Source: an optimization exercise on an open RTL-to-GDS flow (aim: small area). Production flows keep margins and buffers that such runs may drop.
RTL that was checked went through simulation tests only; none was proved equivalent to the original.
No functional check of the RTL was part of runs 2 and 3.
No activity file was given, so power comes from the tool's default toggle rates.

==> design/flow/design.v <==
module boxing_top(
	input  wire       clk,
	input  wire       rst_n,
	input  wire       ps2k_clk,
	input  wire       ps2k_data,
	output wire [1:0] state1,
	output wire [1:0] state2,
	output wire [4:0] led1,
	output wire [4:0] led2,
	output wire [3:0] p1_tens,
	output wire [3:0] p1_ones,
	output wire [3:0] p2_tens,
	output wire [3:0] p2_ones,
	output wire       win
);
	reg r0, r1, r2;
	reg [3:0] num;
	reg [7:0] sh;
	reg vs;
	wire neg = ~r1 & r2;
	wire n10 = num[3] & num[1];
	wire isA  = sh == 8'h1c;
	wire isS  = sh == 8'h1b;
	wire isJ  = sh == 8'h3b;
	wire isK  = sh == 8'h42;
	wire isF0 = sh == 8'hf0;
	wire valid = isA | isS | isJ | isK | isF0;
	always @(posedge clk) begin
		if (!rst_n) begin
			r0 <= 1'b0; r1 <= 1'b0; r2 <= 1'b0;
			num <= 4'd0;
			vs <= 1'b0;
		end else begin
			r0 <= ps2k_clk; r1 <= r0; r2 <= r1;
			if (neg) num <= n10 ? 4'd0 : num + 4'd1;
			vs <= n10 & valid;
		end
	end
	always @(posedge clk)
		if (neg && num != 4'd0 && (!num[3] || num == 4'd8))
			sh <= {ps2k_data, sh[7:1]};
	reg x1, x2, acc, accd, brk;
	reg [3:0] tmp;
	reg [3:0] cnt;
	reg [1:0] act1, act2;
	always @(posedge clk) begin
		if (!rst_n) begin
			x1 <= 1'b0; x2 <= 1'b0; acc <= 1'b0; accd <= 1'b0; brk <= 1'b0;
			tmp <= 4'd0; cnt <= 4'd13; act1 <= 2'd0; act2 <= 2'd0;
		end else begin
			x1 <= vs; x2 <= vs ^ x1; acc <= x2; accd <= acc;
			if (accd & x1) begin
				if (isA | isS | isJ | isK) brk <= 1'b0;
				else brk <= 1'b1;
				if (isA) tmp[3] <= ~brk;
				if (isS) tmp[2] <= ~brk;
				if (isJ) tmp[1] <= ~brk;
				if (isK) tmp[0] <= ~brk;
			end
			if (cnt == 4'd0) begin
				cnt <= 4'd12;
				act1 <= tmp[3:2];
				act2 <= tmp[1:0];
			end else cnt <= cnt - 4'd1;
		end
	end
	reg [2:0] ph;
	always @(posedge clk)
		if (!rst_n) ph <= 3'd0; else ph <= ph + 3'd1;
	wire tick = ph == 3'd1;
	reg jr;		 
	always @(posedge clk) jr <= ~rst_n;
	wire [1:0] sd1, sd2;
	wire [2:0] lc1, lc2;
	wire en1, en2;
	player u_p1(.clk(clk), .rst_n(rst_n), .tick(tick), .act(act1), .state_out(state1),
		.state(sd1), .lc(lc1), .entry(en1));
	player u_p2(.clk(clk), .rst_n(rst_n), .tick(tick), .act(act2), .state_out(state2),
		.state(sd2), .lc(lc2), .entry(en2));
	wire pa1 = (ph == 3'd3) & en1;
	wire pa2 = (ph == 3'd3) & en2;
	reg [4:0] pt;
	assign win = (pt == 5'd0) | (pt == 5'd20);
	wire [1:0] k2 = sd2[1] ? 2'd3 : sd2[0] ? 2'd1 : 2'd2;
	wire [1:0] k1 = sd1[1] ? 2'd3 : sd1[0] ? 2'd1 : 2'd2;
	wire [4:0] q2 = 5'd20 - pt;
	always @(posedge clk) begin
		if (!rst_n) pt <= 5'd10;
		else if (!win) begin
			if (pa1) pt <= (q2 > {3'd0, k2}) ? pt + {3'd0, k2} : 5'd20;
			else if (pa2) pt <= (pt > {3'd0, k1}) ? pt - {3'd0, k1} : 5'd0;
		end
	end
	bcd u_b1(.v(pt), .tens(p1_tens), .ones(p1_ones));
	bcd u_b2(.v(q2), .tens(p2_tens), .ones(p2_ones));
	ledpat u_l1(.jr(jr), .state(sd1), .lc(lc1), .out(led1));
	ledpat u_l2(.jr(jr), .state(sd2), .lc(lc2), .out(led2));
endmodule
module bcd(input wire [4:0] v, output wire [3:0] tens, output wire [3:0] ones);
	assign tens = (v >= 5'd20) ? 4'd2 : (v >= 5'd10) ? 4'd1 : 4'd0;
	assign ones = (v >= 5'd20) ? 4'd0 : (v >= 5'd10) ? v[3:0] - 4'd10 : v[3:0];
endmodule
module ledpat(input wire jr, input wire [1:0] state, input wire [2:0] lc, output reg [4:0] out);
	always @(*) begin
		if (jr) out = 5'b11111;
		else case (state)
			2'b10: out = lc[2] ? 5'b11111 : lc[1] ? (lc[0] ? 5'b01111 : 5'b00111) : (lc[0] ? 5'b00011 : 5'b00001);
			2'b11: out = lc[2] ? 5'b00001 : lc[1] ? (lc[0] ? 5'b00010 : 5'b00100) : (lc[0] ? 5'b01000 : 5'b10000);
			2'b01: out = lc[2] ? 5'b00000 : lc[1] ? (lc[0] ? 5'b10001 : 5'b10011) : (lc[0] ? 5'b10111 : 5'b11111);
			default: out = 5'b00000;
		endcase
	end
endmodule
module player(input wire clk, input wire rst_n, input wire tick, input wire [1:0] act,
	output wire [1:0] state_out, output wire [1:0] state, output reg [2:0] lc, output wire entry);
	reg [2:0] f;
	reg nw;
	reg [2:0] o;
	reg [4:0] d;
	reg trig;
	assign state = f[2:1];
	assign entry = f[2] & f[1] & nw;
	wire f_apt = f == 3'b100;
	wire f_art = f == 3'b110;
	wire f_dht = f == 3'b010;
	wire f_drt = f == 3'b001;
	wire acting = |f;
	reg [2:0] fn;
	always @(*) begin
		fn = f;
		if (acting) begin
			if (trig) begin
				if (!nw) begin
					if (f_drt | f_art) fn = 3'b000;
					else if (f_dht) fn = 3'b001;
					else fn = 3'b110;
				end
			end else if (f_dht && act == 2'b00) fn = 3'b001;
		end else begin
			case (act)
				2'b00: fn = 3'b000;
				2'b10: fn = 3'b100;
				default: fn = 3'b010;
			endcase
		end
	end
	wire chg = fn != f;
	wire [4:0] lim = (fn == 3'b100) ? 5'b10111 : (fn == 3'b110) ? 5'b10000 : (fn == 3'b010) ? 5'b01111 : 5'b00001;
	wire wrap = d == 5'b00001;
	wire [2:0] co = nw ? 3'd0 : o;
	assign state_out = tick ? fn[2:1] : f[2:1];
	always @(posedge clk) begin
		if (!rst_n) begin
			f <= 3'b000;
			trig <= 1'b0;
		end else if (tick) begin
			f <= fn;
			if (acting) trig <= trig ? 1'b0 : (o[2] & ~lc[2]);
		end
	end
	always @(posedge clk) begin
		if (tick) begin
			if (!acting) o <= 3'd0;
			else if (wrap) o <= co[2] ? 3'd0 : co + 3'd1;
			else o <= co;
			d <= (chg | wrap) ? lim : {d[3:0], d[4] ^ d[2]};
			nw <= chg;
			lc <= o;
		end
	end
endmodule
==> design/flow/run.sh <==
#!/bin/bash
# synth_recipe.tcl (not shown) runs the flow's synth.tcl, then flattens the netlist and writes it again
# the make line also repeats each setting of config.mk as NAME=value (left out here)
make -C /OpenROAD-flow-scripts/flow DESIGN_CONFIG=/design/flow/config.mk WORK_HOME=/design/flow/orfs CLKGATE_MAP_FILE= SYNTH_SCRIPT=/design/flow/synth_recipe.tcl finish
==> design/flow/config.mk <==
export PLATFORM = sky130hd
export DESIGN_NAME = boxing_top
export DESIGN_NICKNAME = boxing_top
export VERILOG_FILES = /design/flow/design.v
export SDC_FILE = /design/flow/constraint.sdc
export NUM_CORES = 4
export LEC_CHECK = 0
export ABC_AREA = 1
export CAP_MARGIN = 20
export CORE_MARGIN = 2
export CORE_UTILIZATION = 60
export CTS_BUF_LIST = sky130_fd_sc_hd__clkbuf_8
export CTS_CLUSTER_DIAMETER = 200
export CTS_CLUSTER_SIZE = 50
export SLEW_MARGIN = 20
==> design/flow/constraint.sdc <==
create_clock -name core_clock -period 10.0 [get_ports {clk}]
set_input_delay 2.0000 -clock core_clock [delete_from_list [all_inputs] [get_ports {clk}]]
set_output_delay 2.0000 -clock core_clock [all_outputs]
set_load 0.01 [all_outputs]
==> summary.txt, run 1 <==
Status
  – Outcome: finished clean

Layout
  – Fin nets: 646
  – Layout cell share with drive strength beyond 1: 7.85%
  – Area growth from synthesis to layout: 12.9%
  – Inserted Diodes: 0
  – Fill count: 626
  – Design area: 0.00502 mm²

Yosys
  – Distinct cell type count after synthesis: 44
  – Post-synthesis cell count: 586
  – Post-synth top area share: 21.6%
  – Register area share after synthesis: 40.6%
  – Top cells by area, synth: edfxtp_1 (22%), dfxtp_1 (19%), nand2_1 (11%), inv_1 (7.4%), ha_1 (5.9%)
  – Prevailing post-synth register cell: dfxtp_1
  – Post-synth ARST share: 0%
  – Seq cells post-synth: 74
  – Avg Inst Size Synth: 7.58 µm²
  – Most common cell in the netlist: nand2_1
  – Synth top cells by count: nand2_1 (126), inv_1 (87), nor2_1 (65)
  – Ys Warns: 3
  – Area leader, netlist: edfxtp_1
  – Synthesized area: 0.00444 mm²
  – EDFF count, synth: 32

Floorplanning
  – Starting Density: 61.6%
  – Die height: 90.1 µm
  – Std-Cell Rows: 31
  – Die Span X: 90.1 µm
  – Full die area: 0.00811 mm²
  – I/O pin total: 35
  – Core Footprint: 0.00721 mm²

Global routing
  – Global route overflow: 0
  – Initial antenna violation count: 0
  – Number of global-route vias before repair: 3,682
  – First-pass GRT wire length: 15,900 µm
  – Pin count of the biggest net entering global routing: 29
  – GRT Overall Usage: 23.8%

Power
  – Worst VDD drop: 0.000113 V
  – Comb power frac: 15.2%
  – Internal power: 0.509 mW
  – Total power: 0.695 mW
  – Sw Share: 26.8%
  – Clock power frac: 34.6%
  – Power density over the cells: 139 mW/mm²
  – Flop pwr share: 50.2%
  – Net Sw Power: 0.186 mW
  – LEAKAGE: 2.23 nW

Placement
  – GP Congestion: 0.893
  – Detail Placement HPWL: 6770 µm
  – IO buf count: 30
  – Area of placed instances: 0.00481 mm²

Setup path
  – Critical Path RT: 8.00 ns
  – Max FO, Critical Path: 28
  – Setup crit end kind: output pin
  – Kind of critical path: flop to output pin
  – Startpoint Class: flop
  – Worst EP arrival: 3.00 ns

Route
  – DR pass1 iterations: 5
  – DRC violation count after routing: 0
  – Vias per std cell: 5.41
  – Wire length per cell: 12.6 µm
  – Antenna Nets Post-Route: 0
  – DR vias: 3,909
  – Iter 0 DRT Violations: 155
  – WL final: 9090 µm

STA
  – F_max: 200 MHz
  – Slew Limit Headroom: 34.6%
  – Worst Skew: 0.0100 ns
  – Final setup fails: 0
  – RSZ-0062 raised after global routing: no
  – Final worst path period share: 50.0%
  – Final min period: 5.00 ns
  – Setup TNS: 0 ns
  – Fin. Hold Viols: 0
  – Worst-Margin Slew: 0.975 ns
  – Max Slew Vio Count: 0

Clock network
  – Clock transition at path regs: 0.07 ns
  – CTS max path bufs: 2
  – Root Driver: clkbuf_8
  – TritonCTS Buffers: 9
  – Htree depth: 3
  – CTS sink cnt: 74
  – TritonCTS clock tree: built
  – Worst skew pair latency: 0.35 ns
  – Post-CTS setup buffers: 0
  – Hold-fix buffers, CTS: 0
  – Cts repair resizes: 0

Run
  – Max-cap violations: 0

Worst hold path
  – Worst Hold Class: flop to flop
power groups by stage:
stage	Combinational (mW)	Sequential, mW	Clock, mW
global placement	0.102	0.355	0
global route	0.121	0.351	0.255
floorplan	0.0813	0.352	0
detailed placement	0.104	0.356	0
CTS	0.106	0.349	0.242
finish	0.106	0.349	0.241
area by class of cell:
class,instances,area (µm²),area share (%)
timing repair buffer,30,300,5.99
inverter,99,372,7.41
clock buffer,12,165,3.29
sequential,74,1800,35.9
multi-input combinational,405,2210,44.1
tap,99,124,2.47
clock inverter,4,42.5,0.848
critical path: stages (launching register included):
cell and delay, ns:
dfxtp_1 0.33, inv_1 0.05, ha_1 0.17, nand2_1 0.29, clkinv_1 0.86, nand3_1 0.39
nand2_1 0.08, clkdlybuf4s50_1 0.48
metal layers:
metal,track usage [%],part of all wire [%],up-vias
li1,-,-,1975
met1,29.4,45,1811
met2,41.2,49,104
met3,4.95,4.8,19
met4,8.33,1.7,0
met5,0,0,-
state kept, by name, indices dropped and copies added, names as in the netlist, 2 cells and up:
signal	count
u_p2.lc	3
u_p1.f	3
u_p1.d	5
act2	2
act1	2
pt	5
cnt	4
u_p2.d	5
sh	8
num	4
tmp	4
ph	3
u_p2.o	3
u_p1.o	3
u_p1.lc	3
u_p2.f	3
logic make-up after synthesis:
kind of cell | Yosys count | share of synthesized area [%]
AND/OR/NAND/NOR | 269 | 27.7
buffers and inverters | 110 | 9.91
AO/OA/AOI/OAI | 99 | 12.9
flip-flops | 74 | 40.6
adder cells (fa/ha/maj) | 23 | 6.81
XOR/XNOR | 10 | 1.97
other | 1 | 0.0844
layout by cell type, fill, tap and decap left out, types with 3 or more instances in the layout:
cell	count
nand3b_1	4
nor3_1	10
clkbuf_8	12
o2111ai_1	7
a21oi_1	38
conb_1	4
a211oi_1	7
nor2_1	65
clkdlybuf4s50_1	30
xor2_1	7
ha_1	21
nand3_1	26
and2_1	3
or2_2	3
inv_1	88
nand2_1	126
inv_2	8
o21ai_0	33
nand4_1	9
xnor2_1	3
nor2_4	6
nand2_2	6
clkinv_1	5
a31oi_1	4
edfxtp_1	32
dfxtp_1	42
final timing paths:
check / depth (start not counted) / slack [ns] / from / to
setup / recovery: 7 / 5.00 / ph[1]$_SDFF_PN0_ / state1[0]
hold reg to reg: 2 / 0.42 / x2$_SDFF_PN0_ / acc$_SDFF_PN0_
hold / removal: 2 / 0.42 / x2$_SDFF_PN0_ / acc$_SDFF_PN0_
setup reg to reg: 6 / 7.68 / ph[1]$_SDFF_PN0_ / u_p1.f[1]$_SDFFE_PN0N_
per-stage QoR:
stage / cells / hold WS [ns] / setup WS (ns) / utilization (%)
2_1_floorplan: 589 / 0.390 / 6.17 / -
3_3_place_gp: 707 / 0.393 / 5.63 / 66.7
3_5_place_dp: 707 / 0.411 / 5.54 / 66.7
4_1_cts: 723 / 0.429 / 5.14 / 69.5
5_1_grt: 723 / 0.446 / 4.77 / 69.5
6_report: 723 / 0.423 / 5.00 / 69.5
==> run 2, diff against run 1 <==
--- a/design/flow/design.v
+++ b/design/flow/design.v
@@ -16,14 +16,15 @@
 	reg r0, r1, r2;
 	reg [3:0] num;
-	reg [7:0] sh;
 	reg vs;
+	localparam [2:0] CN = 3'd0, CA = 3'd1, CF = 3'd2, CK = 3'd3, CS = 3'd4, CJ = 3'd5;
+	reg [2:0] cd;
 	wire neg = ~r1 & r2;
 	wire n10 = num[3] & num[1];
-	wire isA  = sh == 8'h1c;
-	wire isS  = sh == 8'h1b;
-	wire isJ  = sh == 8'h3b;
-	wire isK  = sh == 8'h42;
-	wire isF0 = sh == 8'hf0;
-	wire valid = isA | isS | isJ | isK | isF0;
+	wire isA  = cd == CA;
+	wire isS  = cd == CS;
+	wire isJ  = cd == CJ;
+	wire isK  = cd == CK;
+	wire isF0 = cd == CF;
+	wire valid = cd != CN;
 	always @(posedge clk) begin
 		if (!rst_n) begin
@@ -37,7 +38,28 @@
 		end
 	end
+	wire d = ps2k_data;
+	reg [7:0] ex;
+	always @(*) begin
+		case (cd)
+			CA: ex = 8'b00111000;
+			CF: ex = 8'b11100001;
+			CK: ex = 8'b10000100;
+			CS: ex = 8'b00110110;
+			CJ: ex = 8'b01110110;
+			default: ex = 8'b00000000;
+		endcase
+	end
+	wire hit = (d == ex[num[2:0]]) & (cd != CN);
+	reg [2:0] cn;
+	always @(*) begin
+		if (num[2:0] == 3'd1) cn = d ? CS : CA;
+		else if (num[2:0] == 3'd2 && cd == CA && d) cn = CK;
+		else if (num[2:0] == 3'd3 && cd == CA && !d) cn = CF;
+		else if (num[2:0] == 3'd6 && cd == CS && d) cn = CJ;
+		else cn = hit ? cd : CN;
+	end
 	always @(posedge clk)
 		if (neg && num != 4'd0 && (!num[3] || num == 4'd8))
-			sh <= {ps2k_data, sh[7:1]};
+			cd <= cn;
 	reg x1, x2, acc, accd, brk;
 	reg [3:0] tmp;
@@ -80,18 +102,30 @@
 	wire pa1 = (ph == 3'd3) & en1;
 	wire pa2 = (ph == 3'd3) & en2;
-	reg [4:0] pt;
-	assign win = (pt == 5'd0) | (pt == 5'd20);
+	reg [1:0] t1;
+	reg [3:0] o1;
+	wire z1 = o1 == 4'd0;
+	assign win = t1[1] | (~t1[0] & z1);
 	wire [1:0] k2 = sd2[1] ? 2'd3 : sd2[0] ? 2'd1 : 2'd2;
 	wire [1:0] k1 = sd1[1] ? 2'd3 : sd1[0] ? 2'd1 : 2'd2;
-	wire [4:0] q2 = 5'd20 - pt;
-	always @(posedge clk) begin
-		if (!rst_n) pt <= 5'd10;
+	wire [4:0] up = {1'b0, o1} + {3'd0, k2};
+	wire [4:0] dn = {1'b0, o1} - {3'd0, k1};
+	always @(posedge clk) begin
+		if (!rst_n) begin t1 <= 2'd1; o1 <= 4'd0; end
 		else if (!win) begin
-			if (pa1) pt <= (q2 > {3'd0, k2}) ? pt + {3'd0, k2} : 5'd20;
-			else if (pa2) pt <= (pt > {3'd0, k1}) ? pt - {3'd0, k1} : 5'd0;
-		end
-	end
-	bcd u_b1(.v(pt), .tens(p1_tens), .ones(p1_ones));
-	bcd u_b2(.v(q2), .tens(p2_tens), .ones(p2_ones));
+			if (pa1) begin
+				if (t1[0] & (up >= 5'd10)) begin t1 <= 2'd2; o1 <= 4'd0; end
+				else if (up >= 5'd10) begin t1 <= 2'd1; o1 <= up[3:0] - 4'd10; end
+				else o1 <= up[3:0];
+			end else if (pa2) begin
+				if (~t1[0] & (o1 <= {2'd0, k1})) begin t1 <= 2'd0; o1 <= 4'd0; end
+				else if (dn[4]) begin t1 <= 2'd0; o1 <= dn[3:0] + 4'd10; end
+				else o1 <= dn[3:0];
+			end
+		end
+	end
+	assign p1_tens = {2'd0, t1};
+	assign p1_ones = o1;
+	assign p2_tens = {2'd0, z1 ? ~t1[0] & ~t1[1] : 1'b0, z1 ? t1[0] : ~t1[0] & ~t1[1]};
+	assign p2_ones = z1 ? 4'd0 : 4'd10 - o1;
 	ledpat u_l1(.jr(jr), .state(sd1), .lc(lc1), .out(led1));
 	ledpat u_l2(.jr(jr), .state(sd2), .lc(lc2), .out(led2));
==> design/flow/flow/run.sh (new file) <==
#!/bin/bash
# Standard ORFS layout with two changes: the port buffers are buf_1 cells
# and clock tree synthesis adds no dummy loads.
set -euo pipefail
cat >> config.mk <<'EOC'
export BUFFER_PORTS_ARGS = -buffer_cell sky130_fd_sc_hd__buf_1
export CTS_ARGS = -sink_clustering_enable -repair_clock_nets -dont_use_dummy_load -buf_list sky130_fd_sc_hd__clkbuf_8 -sink_clustering_size 50 -sink_clustering_max_diameter 200
EOC
bash standard.sh finish > standard_flow.log 2>&1
==> design/flow/standard.sh (new file) <==
#!/bin/bash
# synth_recipe.tcl (not shown) runs the flow's synth.tcl, then flattens the netlist and writes it again
# the make line also repeats each setting of config.mk as NAME=value (left out here)
make -C /OpenROAD-flow-scripts/flow DESIGN_CONFIG=/design/flow/config.mk WORK_HOME=/design/flow/orfs CLKGATE_MAP_FILE= SYNTH_SCRIPT=/design/flow/synth_recipe.tcl "${@:-finish}"
--- a/design/flow/config.mk
+++ b/design/flow/config.mk
@@ -10,6 +10,5 @@
 export CORE_MARGIN = 2
 export CORE_UTILIZATION = 60
-export CTS_BUF_LIST = sky130_fd_sc_hd__clkbuf_8
-export CTS_CLUSTER_DIAMETER = 200
-export CTS_CLUSTER_SIZE = 50
 export SLEW_MARGIN = 20
+export BUFFER_PORTS_ARGS = -buffer_cell sky130_fd_sc_hd__buf_1
+export CTS_ARGS = -sink_clustering_enable -repair_clock_nets -dont_use_dummy_load -buf_list sky130_fd_sc_hd__clkbuf_8 -sink_clustering_size 50 -sink_clustering_max_diameter 200
removed: design/flow/run.sh
==> summary.txt, run 2 <==
Layout
  – Largest registers: u_p1.d: 5 flops, u_p2.d: 5 flops
  – Inserted Diodes: 0 (unchanged)
  – Most frequent cells in the layout: nand2_1 (150), inv_1 (90), nor2_1 (57) (was nand2_1 (126), inv_1 (88), nor2_1 (65))
  – Fin nets: 656 (was 646)
  – Area growth from synthesis to layout: 7.46% (was 12.9%)
  – Area of the multi-input gates: 0.00217 mm² (was 0.00221 mm²)
  – Area occupied by registers: 0.00167 mm² (was 0.00180 mm²)
  – Most common cell after layout, fill and taps aside: nand2_1 (unchanged)
  – Fill count: 628 (was 626)
  – Layout cell share with drive strength beyond 1: 5.57% (was 7.85%)
  – Design area: 0.00458 mm² (was 0.00502 mm²)

Status
  – Outcome: finished clean (unchanged)

Setup path
  – RR Startpoint: u_p2.f[1]$_SDFFE_PN0N_ (was ph[1]$_SDFF_PN0_)
  – Setup crit end kind: output pin (unchanged)
  – Worst EP arrival: 1.95 ns (was 3.00 ns)
  – Max FO, Critical Path: 28 (unchanged)
  – Kind of critical path: flop to output pin (unchanged)
  – R2r setup slk: 7.38 ns (was 7.68 ns)
  – Reg2Reg Depth: 13 (was 6)
  – Critical Path RT: 8.00 ns (about the same)
  – Startpoint Class: flop (unchanged)
  – FF-to-FF End: o1[0]$_SDFFE_PN0P_ (was u_p1.f[1]$_SDFFE_PN0N_)

Yosys
  – Ys Warns: 3 (unchanged)
  – Prevailing post-synth register cell: dfxtp_1 (unchanged)
  – Top cells by area, synth: dfxtp_1 (20%), edfxtp_1 (19%), nand2_1 (13%), inv_1 (7.9%), ha_1 (5.9%) (was edfxtp_1 (22%), dfxtp_1 (19%), nand2_1 (11%), inv_1 (7.4%), ha_1 (5.9%))
  – Register area share after synthesis: 39.2% (was 40.6%)
  – Synth Area in Compound Gates: 13.0% (was 12.9%)
  – Distinct cell type count after synthesis: 40 (was 44)
  – Xor-xnor portion of the synthesized cell area: 1.64% (was 1.97%)
  – Adder-cell share of the synthesized area: 6.81% (about the same)
  – Mux contribution to synthesized area: 0% (unchanged)
  – EDFF count, synth: 27 (was 32)
  – Largest family of logic cells by synthesized area: simple AND/OR/NAND/NOR gates (unchanged)
  – Post-Synth Simple-Gate Area: 29.2% (was 27.7%)
  – Synthesized area: 0.00426 mm² (was 0.00444 mm²)
  – Most common cell in the netlist: nand2_1 (unchanged)
  – Post-synthesis cell count: 596 (was 586)
  – Avg Inst Size Synth: 7.15 µm² (was 7.58 µm²)
  – Area leader, netlist: dfxtp_1 (was edfxtp_1)
  – Synth top cells by count: nand2_1 (150), inv_1 (90), nor2_1 (57) (was nand2_1 (126), inv_1 (87), nor2_1 (65))
  – Seq cells post-synth: 70 (was 74)
  – Post-synth ARST share: 0% (unchanged)
  – Post-synth top area share: 20.2% (was 21.6%)

STA
  – Slew Limit Headroom: 64.3% (was 34.6%)
  – Setup TNS: 0 ns (unchanged)
  – Worst-Margin Slew: 0.535 ns (was 0.975 ns)
  – Worst Skew: 0.0184 ns (was 0.0100 ns)
  – Fin. Hold Viols: 0 (unchanged)
  – RSZ-0062 raised after global routing: no (unchanged)
  – Hold Slack: 0.424 ns (was 0.423 ns)
  – F_max: 253 MHz (was 200 MHz)
  – Final worst path period share: 39.5% (was 50.0%)
  – Max Slew Vio Count: 0 (unchanged)
  – Final setup fails: 0 (unchanged)
  – Final min period: 3.95 ns (was 5.00 ns)

Clock network
  – CTS max path bufs: 2 (unchanged)
  – Cts repair resizes: 0 (unchanged)
  – Clock transition at path regs: 0.07 ns (about the same)
  – TritonCTS Buffers: 9 (unchanged)
  – CTS sink cnt: 70 (was 74)
  – Root Driver: clkbuf_8 (unchanged)
  – Worst skew pair latency: 0.34 ns (was 0.35 ns)
  – Hold-fix buffers, CTS: 0 (unchanged)
  – Htree depth: 3 (unchanged)
  – TritonCTS clock tree: built (unchanged)
  – Post-CTS setup buffers: 0 (unchanged)

Worst hold path
  – Hold Path Sink: acc$_SDFF_PN0_ (unchanged)
  – Hold depth: 2 (unchanged)
  – Hold wc startpoint: x2$_SDFF_PN0_ (unchanged)
  – Worst Hold Class: flop to flop (unchanged)

Power
  – LEAKAGE: 2.15 nW (was 2.23 nW)
  – Power density over the cells: 142 mW/mm² (was 139 mW/mm²)
  – Worst VDD drop: 0.0000930 V (was 0.000113 V)

Floorplanning
  – Core Footprint: 0.00683 mm² (was 0.00721 mm²)
  – Full die area: 0.00780 mm² (was 0.00811 mm²)
  – Starting Density: 62.4% (was 61.6%)
  – Die Span X: 88.3 µm (was 90.1 µm)
  – Die height: 88.3 µm (was 90.1 µm)
  – Std-Cell Rows: 30 (was 31)
  – I/O pin total: 35 (unchanged)

Route
  – Wire length per cell: 12.0 µm (was 12.6 µm)
  – DR pass1 iterations: 4 (was 5)
  – DR vias: 3,860 (was 3,909)
  – Iter 0 DRT Violations: 169 (was 155)
  – Antenna Nets Post-Route: 0 (unchanged)
  – DRC violation count after routing: 0 (unchanged)
  – WL final: 8710 µm (was 9090 µm)
  – Vias per std cell: 5.33 (was 5.41)

Global routing
  – Initial antenna violation count: 0 (unchanged)
  – First-pass GRT wire length: 14,800 µm (was 15,900 µm)
  – Global route overflow: 0 (unchanged)
  – Pin count of the biggest net entering global routing: 29 (unchanged)
  – Number of global-route vias before repair: 3,467 (was 3,682)
  – GRT Overall Usage: 23.9% (was 23.8%)

Placement
  – Detail Placement HPWL: 6580 µm (was 6770 µm)
  – Area of placed instances: 0.00446 mm² (was 0.00481 mm²)
  – GP Congestion: 0.966 (was 0.893)
  – IO buf count: 30 (unchanged)

Run
  – Max-cap violations: 0 (unchanged)
==> run 2: cell types whose count changed in the layout (fill, tap and decap cells not counted), sizes merged, moves of 4 or more <==
cell	delta
buf	+32
clkdlybuf4s50	-30
nand2	+23
nand3	+19
nor2	-11
o21ai	+10
clkinv	-5
edfxtp	-5
nand4	-4
==> run 2: final cells by class <==
cell class | count | area share, %
clock buffers | 9 | 2.70
well taps | 96 | 2.62
inverters | 96 | 7.92
repair buffers | 32 | 2.79
flip-flops and latches | 70 | 36.5
multi-input cells | 421 | 47.5
==> run 2: report_power, final <==
part	switching, mW	internal (mW)	total (mW)
registers	0.0151	0.322	0.337
logic	0.0912	0.0471	0.138
clock network	0.0928	0.0802	0.173
==> run 2: cells by family after synthesis <==
kind of cell               Yosys count
adders and majority gates           22
xor gates and xnor gates             8
AOI/OAI and AO/OA                  101
buffers and inverters              108
and+or+nand+nor                    286
other                                1
DFF                                 70
==> run 2: through the flow <==
stage                     power (mW)  setup WS, ns  util (%)  instances
after floorplan                0.451          6.61         -        599
after global placement         0.477          6.52      65.2        715
final                          0.649          6.05      67.1        724
after detailed placement       0.481          6.42      65.2        715
after CTS                      0.652          6.05      67.1        724
after global routing           0.688          5.87      67.1        724
==> run 2: metal layers <==
metal	global-route usage, %	routed length [µm]	vias to the layer above
met1	31.0	4090	1770
met3	4.01	346	12
li1	-	-	1992
met5	0	0	-
met4	8.26	115	0
met2	40.6	4150	86
==> run 2: worst max path at each step <==
stage,start,endpoint,slack [ns],depth (start not counted)
final,ph[0]$_SDFF_PN0_,state2[0],6.05,7
after global placement,ph[0]$_SDFF_PN0_,state1[0],6.52,7
after CTS,ph[0]$_SDFF_PN0_,state2[0],6.05,7
after floorplan,ph[0]$_SDFF_PN0_,state1[0],6.61,5
after detailed placement,ph[0]$_SDFF_PN0_,state2[0],6.42,7
after global routing,ph[0]$_SDFF_PN0_,state1[0],5.87,7
==> run 2: worst max-delay path, cell delays in order, from the launching register on <==
cell and delay, ns:
dfxtp_1 0.36, ha_1 0.16, nand2_1 0.24, inv_1 0.12
buf_4 0.34, nand3_1 0.16, nand2_1 0.08, buf_1 0.15
==> run 3, diff against run 2 <==
==> design/flow/flow/run.sh (replaced) <==
#!/bin/bash
# Standard ORFS layout with two changes: the port buffers are buf_1 cells
# and clock tree synthesis adds no dummy loads.
set -euo pipefail
cat >> config.mk <<'EOC'
export BUFFER_PORTS_ARGS = -buffer_cell sky130_fd_sc_hd__buf_1
export CTS_ARGS = -sink_clustering_enable -repair_clock_nets -dont_use_dummy_load -buf_list sky130_fd_sc_hd__clkbuf_4 -sink_clustering_size 16 -sink_clustering_max_diameter 100
EOC
bash standard.sh finish > standard_flow.log 2>&1
--- a/design/flow/config.mk
+++ b/design/flow/config.mk
@@ -12,3 +12,3 @@
 export SLEW_MARGIN = 20
 export BUFFER_PORTS_ARGS = -buffer_cell sky130_fd_sc_hd__buf_1
-export CTS_ARGS = -sink_clustering_enable -repair_clock_nets -dont_use_dummy_load -buf_list sky130_fd_sc_hd__clkbuf_8 -sink_clustering_size 50 -sink_clustering_max_diameter 200
+export CTS_ARGS = -sink_clustering_enable -repair_clock_nets -dont_use_dummy_load -buf_list sky130_fd_sc_hd__clkbuf_4 -sink_clustering_size 16 -sink_clustering_max_diameter 100
==> summary.txt, run 3 <==
Status
  – Outcome: finished clean (unchanged)

Clock network
  – Post-CTS setup buffers: 0 (unchanged)
  – Hold-fix buffers, CTS: 0 (unchanged)
  – Worst skew pair latency: 0.40 ns (was 0.34 ns)
  – TritonCTS clock tree: built (unchanged)
  – Clock transition at path regs: 0.10 ns (was 0.07 ns)
  – Htree depth: 3 (unchanged)
  – CTS sink cnt: 70 (unchanged)
  – Root Driver: clkbuf_4 (was clkbuf_8)
  – TritonCTS Buffers: 9 (unchanged)
  – Cts repair resizes: 0 (unchanged)
  – CTS max path bufs: 2 (unchanged)

Layout
  – Inserted Diodes: 0 (unchanged)
  – Most common cell after layout, fill and taps aside: nand2_1 (unchanged)
  – Largest registers: u_p1.d: 5 flops, u_p2.d: 5 flops (unchanged)
  – Util after Layout: 66.2% (was 67.1%)
  – Design area: 0.00452 mm² (was 0.00458 mm²)
  – Fin nets: 656 (unchanged)
  – Area occupied by registers: 0.00167 mm² (unchanged)
  – Most frequent cells in the layout: nand2_1 (150), inv_1 (90), nor2_1 (57) (unchanged)
  – Area growth from synthesis to layout: 6.13% (was 7.46%)
  – Layout cell share with drive strength beyond 1: 5.57% (unchanged)
  – Fill count: 639 (was 628)
  – Area of the multi-input gates: 0.00217 mm² (unchanged)

Global routing
  – GRT Overall Usage: 23.9% (unchanged)
  – Number of global-route vias before repair: 3,465 (was 3,467)
  – First-pass GRT wire length: 14,800 µm (about the same)
  – Initial antenna violation count: 0 (unchanged)
  – Pin count of the biggest net entering global routing: 29 (unchanged)
  – Global route overflow: 0 (unchanged)

Run
  – Max-cap violations: 0 (unchanged)

Worst hold path
  – Worst Hold Class: flop to flop (unchanged)
  – Hold wc startpoint: acc$_SDFF_PN0_ (was x2$_SDFF_PN0_)

Floorplanning
  – Starting Density: 62.4% (unchanged)
  – I/O pin total: 35 (unchanged)
  – Std-Cell Rows: 30 (unchanged)
  – Die height: 88.3 µm (unchanged)
  – Core Footprint: 0.00683 mm² (unchanged)
  – Die Span X: 88.3 µm (unchanged)
  – Full die area: 0.00780 mm² (unchanged)

STA
  – Final worst path period share: 40.1% (was 39.5%)
  – Final setup fails: 0 (unchanged)
  – Fin. Hold Viols: 0 (unchanged)
  – F_max: 249 MHz (was 253 MHz)
  – Worst Skew: 0.0331 ns (was 0.0184 ns)
  – RSZ-0062 raised after global routing: no (unchanged)
  – Max Slew Vio Count: 0 (unchanged)
  – Setup TNS: 0 ns (unchanged)
  – Worst-Margin Slew: 0.537 ns (was 0.535 ns)
  – Final min period: 4.01 ns (was 3.95 ns)
  – Slew Limit Headroom: 64.2% (was 64.3%)

Setup path
  – R2r setup slk: 7.34 ns (was 7.38 ns)
  – CP peak stage delay: 0.38 ns (was 0.36 ns)
  – Top cell by count, worst path: nand2_1 (unchanged)
  – Setup crit end kind: output pin (unchanged)
  – RR Startpoint: u_p2.f[1]$_SDFFE_PN0N_ (unchanged)
  – CP Cell Sequence: ha_1 > nand2_1 > inv_1 > buf_4 > nand3_1 > nand2_1 > buf_1 (unchanged)
  – Kind of critical path: flop to output pin (unchanged)
  – Critical Path RT: 8.00 ns (about the same)
  – Slowest-stage cell, CP: dfxtp_1 (unchanged)
  – Startpoint Class: flop (unchanged)
  – Worst EP arrival: 2.01 ns (was 1.95 ns)
  – Max FO, Critical Path: 28 (unchanged)
  – Worst Path Buf+Inv: 3 (unchanged)
  – CP top delay family: buffers and inverters (unchanged)
  – Crit path launch: ph[0]$_SDFF_PN0_ (unchanged)

Yosys
  – Distinct cell type count after synthesis: 40 (unchanged)
  – Ys Warns: 3 (unchanged)
  – Synthesized area: 0.00426 mm² (unchanged)
  – Synth top cells by count: nand2_1 (150), inv_1 (90), nor2_1 (57) (unchanged)
  – Top cells by area, synth: dfxtp_1 (20%), edfxtp_1 (19%), nand2_1 (13%), inv_1 (7.9%), ha_1 (5.9%) (unchanged)
  – Register area share after synthesis: 39.2% (unchanged)
  – Seq cells post-synth: 70 (unchanged)
  – Post-synth top area share: 20.2% (unchanged)
  – Most common cell in the netlist: nand2_1 (unchanged)
  – EDFF count, synth: 27 (unchanged)
  – Prevailing post-synth register cell: dfxtp_1 (unchanged)
  – Post-synthesis cell count: 596 (unchanged)
  – Avg Inst Size Synth: 7.15 µm² (unchanged)
  – Area leader, netlist: dfxtp_1 (unchanged)
  – Post-synth ARST share: 0% (unchanged)

Route
  – Vias per std cell: 5.36 (was 5.33)
  – Wire length per cell: 12.0 µm (about the same)
  – DR pass1 iterations: 4 (unchanged)
  – WL final: 8660 µm (was 8710 µm)
  – DR vias: 3,884 (was 3,860)
  – DRC violation count after routing: 0 (unchanged)
  – Iter 0 DRT Violations: 195 (was 169)
  – Antenna Nets Post-Route: 0 (unchanged)

Power
  – Worst VDD drop: 0.0000714 V (was 0.0000930 V)
  – LEAKAGE: 2.13 nW (was 2.15 nW)
  – Comb power frac: 22.9% (was 21.3%)
  – Internal power: 0.411 mW (was 0.450 mW)
  – Net Sw Power: 0.193 mW (was 0.199 mW)
  – Flop pwr share: 55.8% (was 52.0%)
  – Clock power frac: 21.3% (was 26.7%)
  – Power density over the cells: 134 mW/mm² (was 142 mW/mm²)
  – Sw Share: 32.0% (was 30.7%)

Placement
  – GP Congestion: 0.966 (unchanged)
  – Detail Placement HPWL: 6580 µm (unchanged)
  – IO buf count: 30 (unchanged)
  – Area of placed instances: 0.00446 mm² (unchanged)
==> run 3: path summary, 6_finish.rpt <==
| kind | to | cells after the start |
|---|---|---|
| worst min-delay path | accd$_SDFF_PN0_ | 2 |
| worst max-delay path | state2[0] | 7 |
| worst max register to register | o1[0]$_SDFFE_PN0P_ | 13 |
| worst min register to register | accd$_SDFF_PN0_ | 2 |
==> run 3: metrics by stage <==
stage	power, mW	hold slack, ns	worst slack [ns]	instances
3_5_place_dp	0.481	0.404	6.42	715
6_report	0.604	0.431	5.99	724
4_1_cts	0.607	0.435	5.97	724
2_1_floorplan	0.451	0.390	6.61	599
5_1_grt	0.645	0.458	5.78	724
3_3_place_gp	0.477	0.395	6.52	715
==> run 3: cell families after synthesis <==
group | Yosys count | synth area share, %
AO/OA/AOI/OAI | 101 | 13.0
XOR/XNOR | 8 | 1.64
adder cells (fa/ha/maj) | 22 | 6.81
buffers and inverters | 108 | 10.0
flip-flops | 70 | 39.2
other | 1 | 0.0880
AND/OR/NAND/NOR | 286 | 29.2
==> run 3: power by group through the flow <==
stage                     clock network, mW  registers [mW]  logic [mW]
after detailed placement                  0           0.343       0.138
final                                 0.129           0.337       0.138
after floorplan                           0           0.339       0.112
after global placement                    0           0.343       0.135
after global routing                  0.143           0.340       0.162
after CTS                             0.132           0.337       0.139
==> run 3: final cells by class <==
class / count / share of cell area, %
timing repair buffer: 32 / 2.82
multi-input combinational: 421 / 48.1
tap: 96 / 2.65
sequential: 70 / 36.9
inverter: 96 / 8.02
clock buffer: 9 / 1.49
==> run 3: layer usage <==
layer | vias to the layer above | share of wire (%) | GRT usage [%]
met5 | - | 0 | 0
li1 | 1990 | - | -
met1 | 1787 | 47 | 31.1
met2 | 93 | 47 | 40.4
met4 | 0 | 1.6 | 9.64
met3 | 14 | 3.8 | 3.26
==> run 3: worst register-to-register path, delay by kind of cell, from the launching register on <==
kind                     cells  cell delay [ns]
AO/OA/AOI/OAI                2             0.37
XOR/XNOR                     1             0.24
AND/OR/NAND/NOR              5             0.47
adder cells (fa/ha/maj)      3             0.79
buffers and inverters        2             0.16
flip-flops                   1             0.52

## static timing again, ports no longer ideal
No port has a modelled driver above. Below, the same layouts with a new extraction and two added sets of constraints.
Step 1, drivers: a clkbuf_16 drives clk and a buf_2 each remaining input, both assumed.
Step 2, shift: input delay + t, output delay - t, t = (earliest + latest rising clock arrival at the registers) / 2. This alone moves slack from input paths to output paths.
Slacks: no drivers / after step 1 / after step 2; pairs: no drivers / after step 1.
run	shift t [ns]	slack for setup (ns)	worst hold slack (ns)	worst setup path at the end
run 1	0.373	5.000 / 4.970 / 5.343	0.423 / 0.423 / 0.423	register to output
run 2	0.362	6.052 / 6.023 / 6.385	0.424 / 0.424 / 0.424	register to output
run 3	0.407	5.990 / 5.963 / 6.370	0.431 / 0.431 / 0.431	register to output
After both steps every run listed still meets setup and hold.
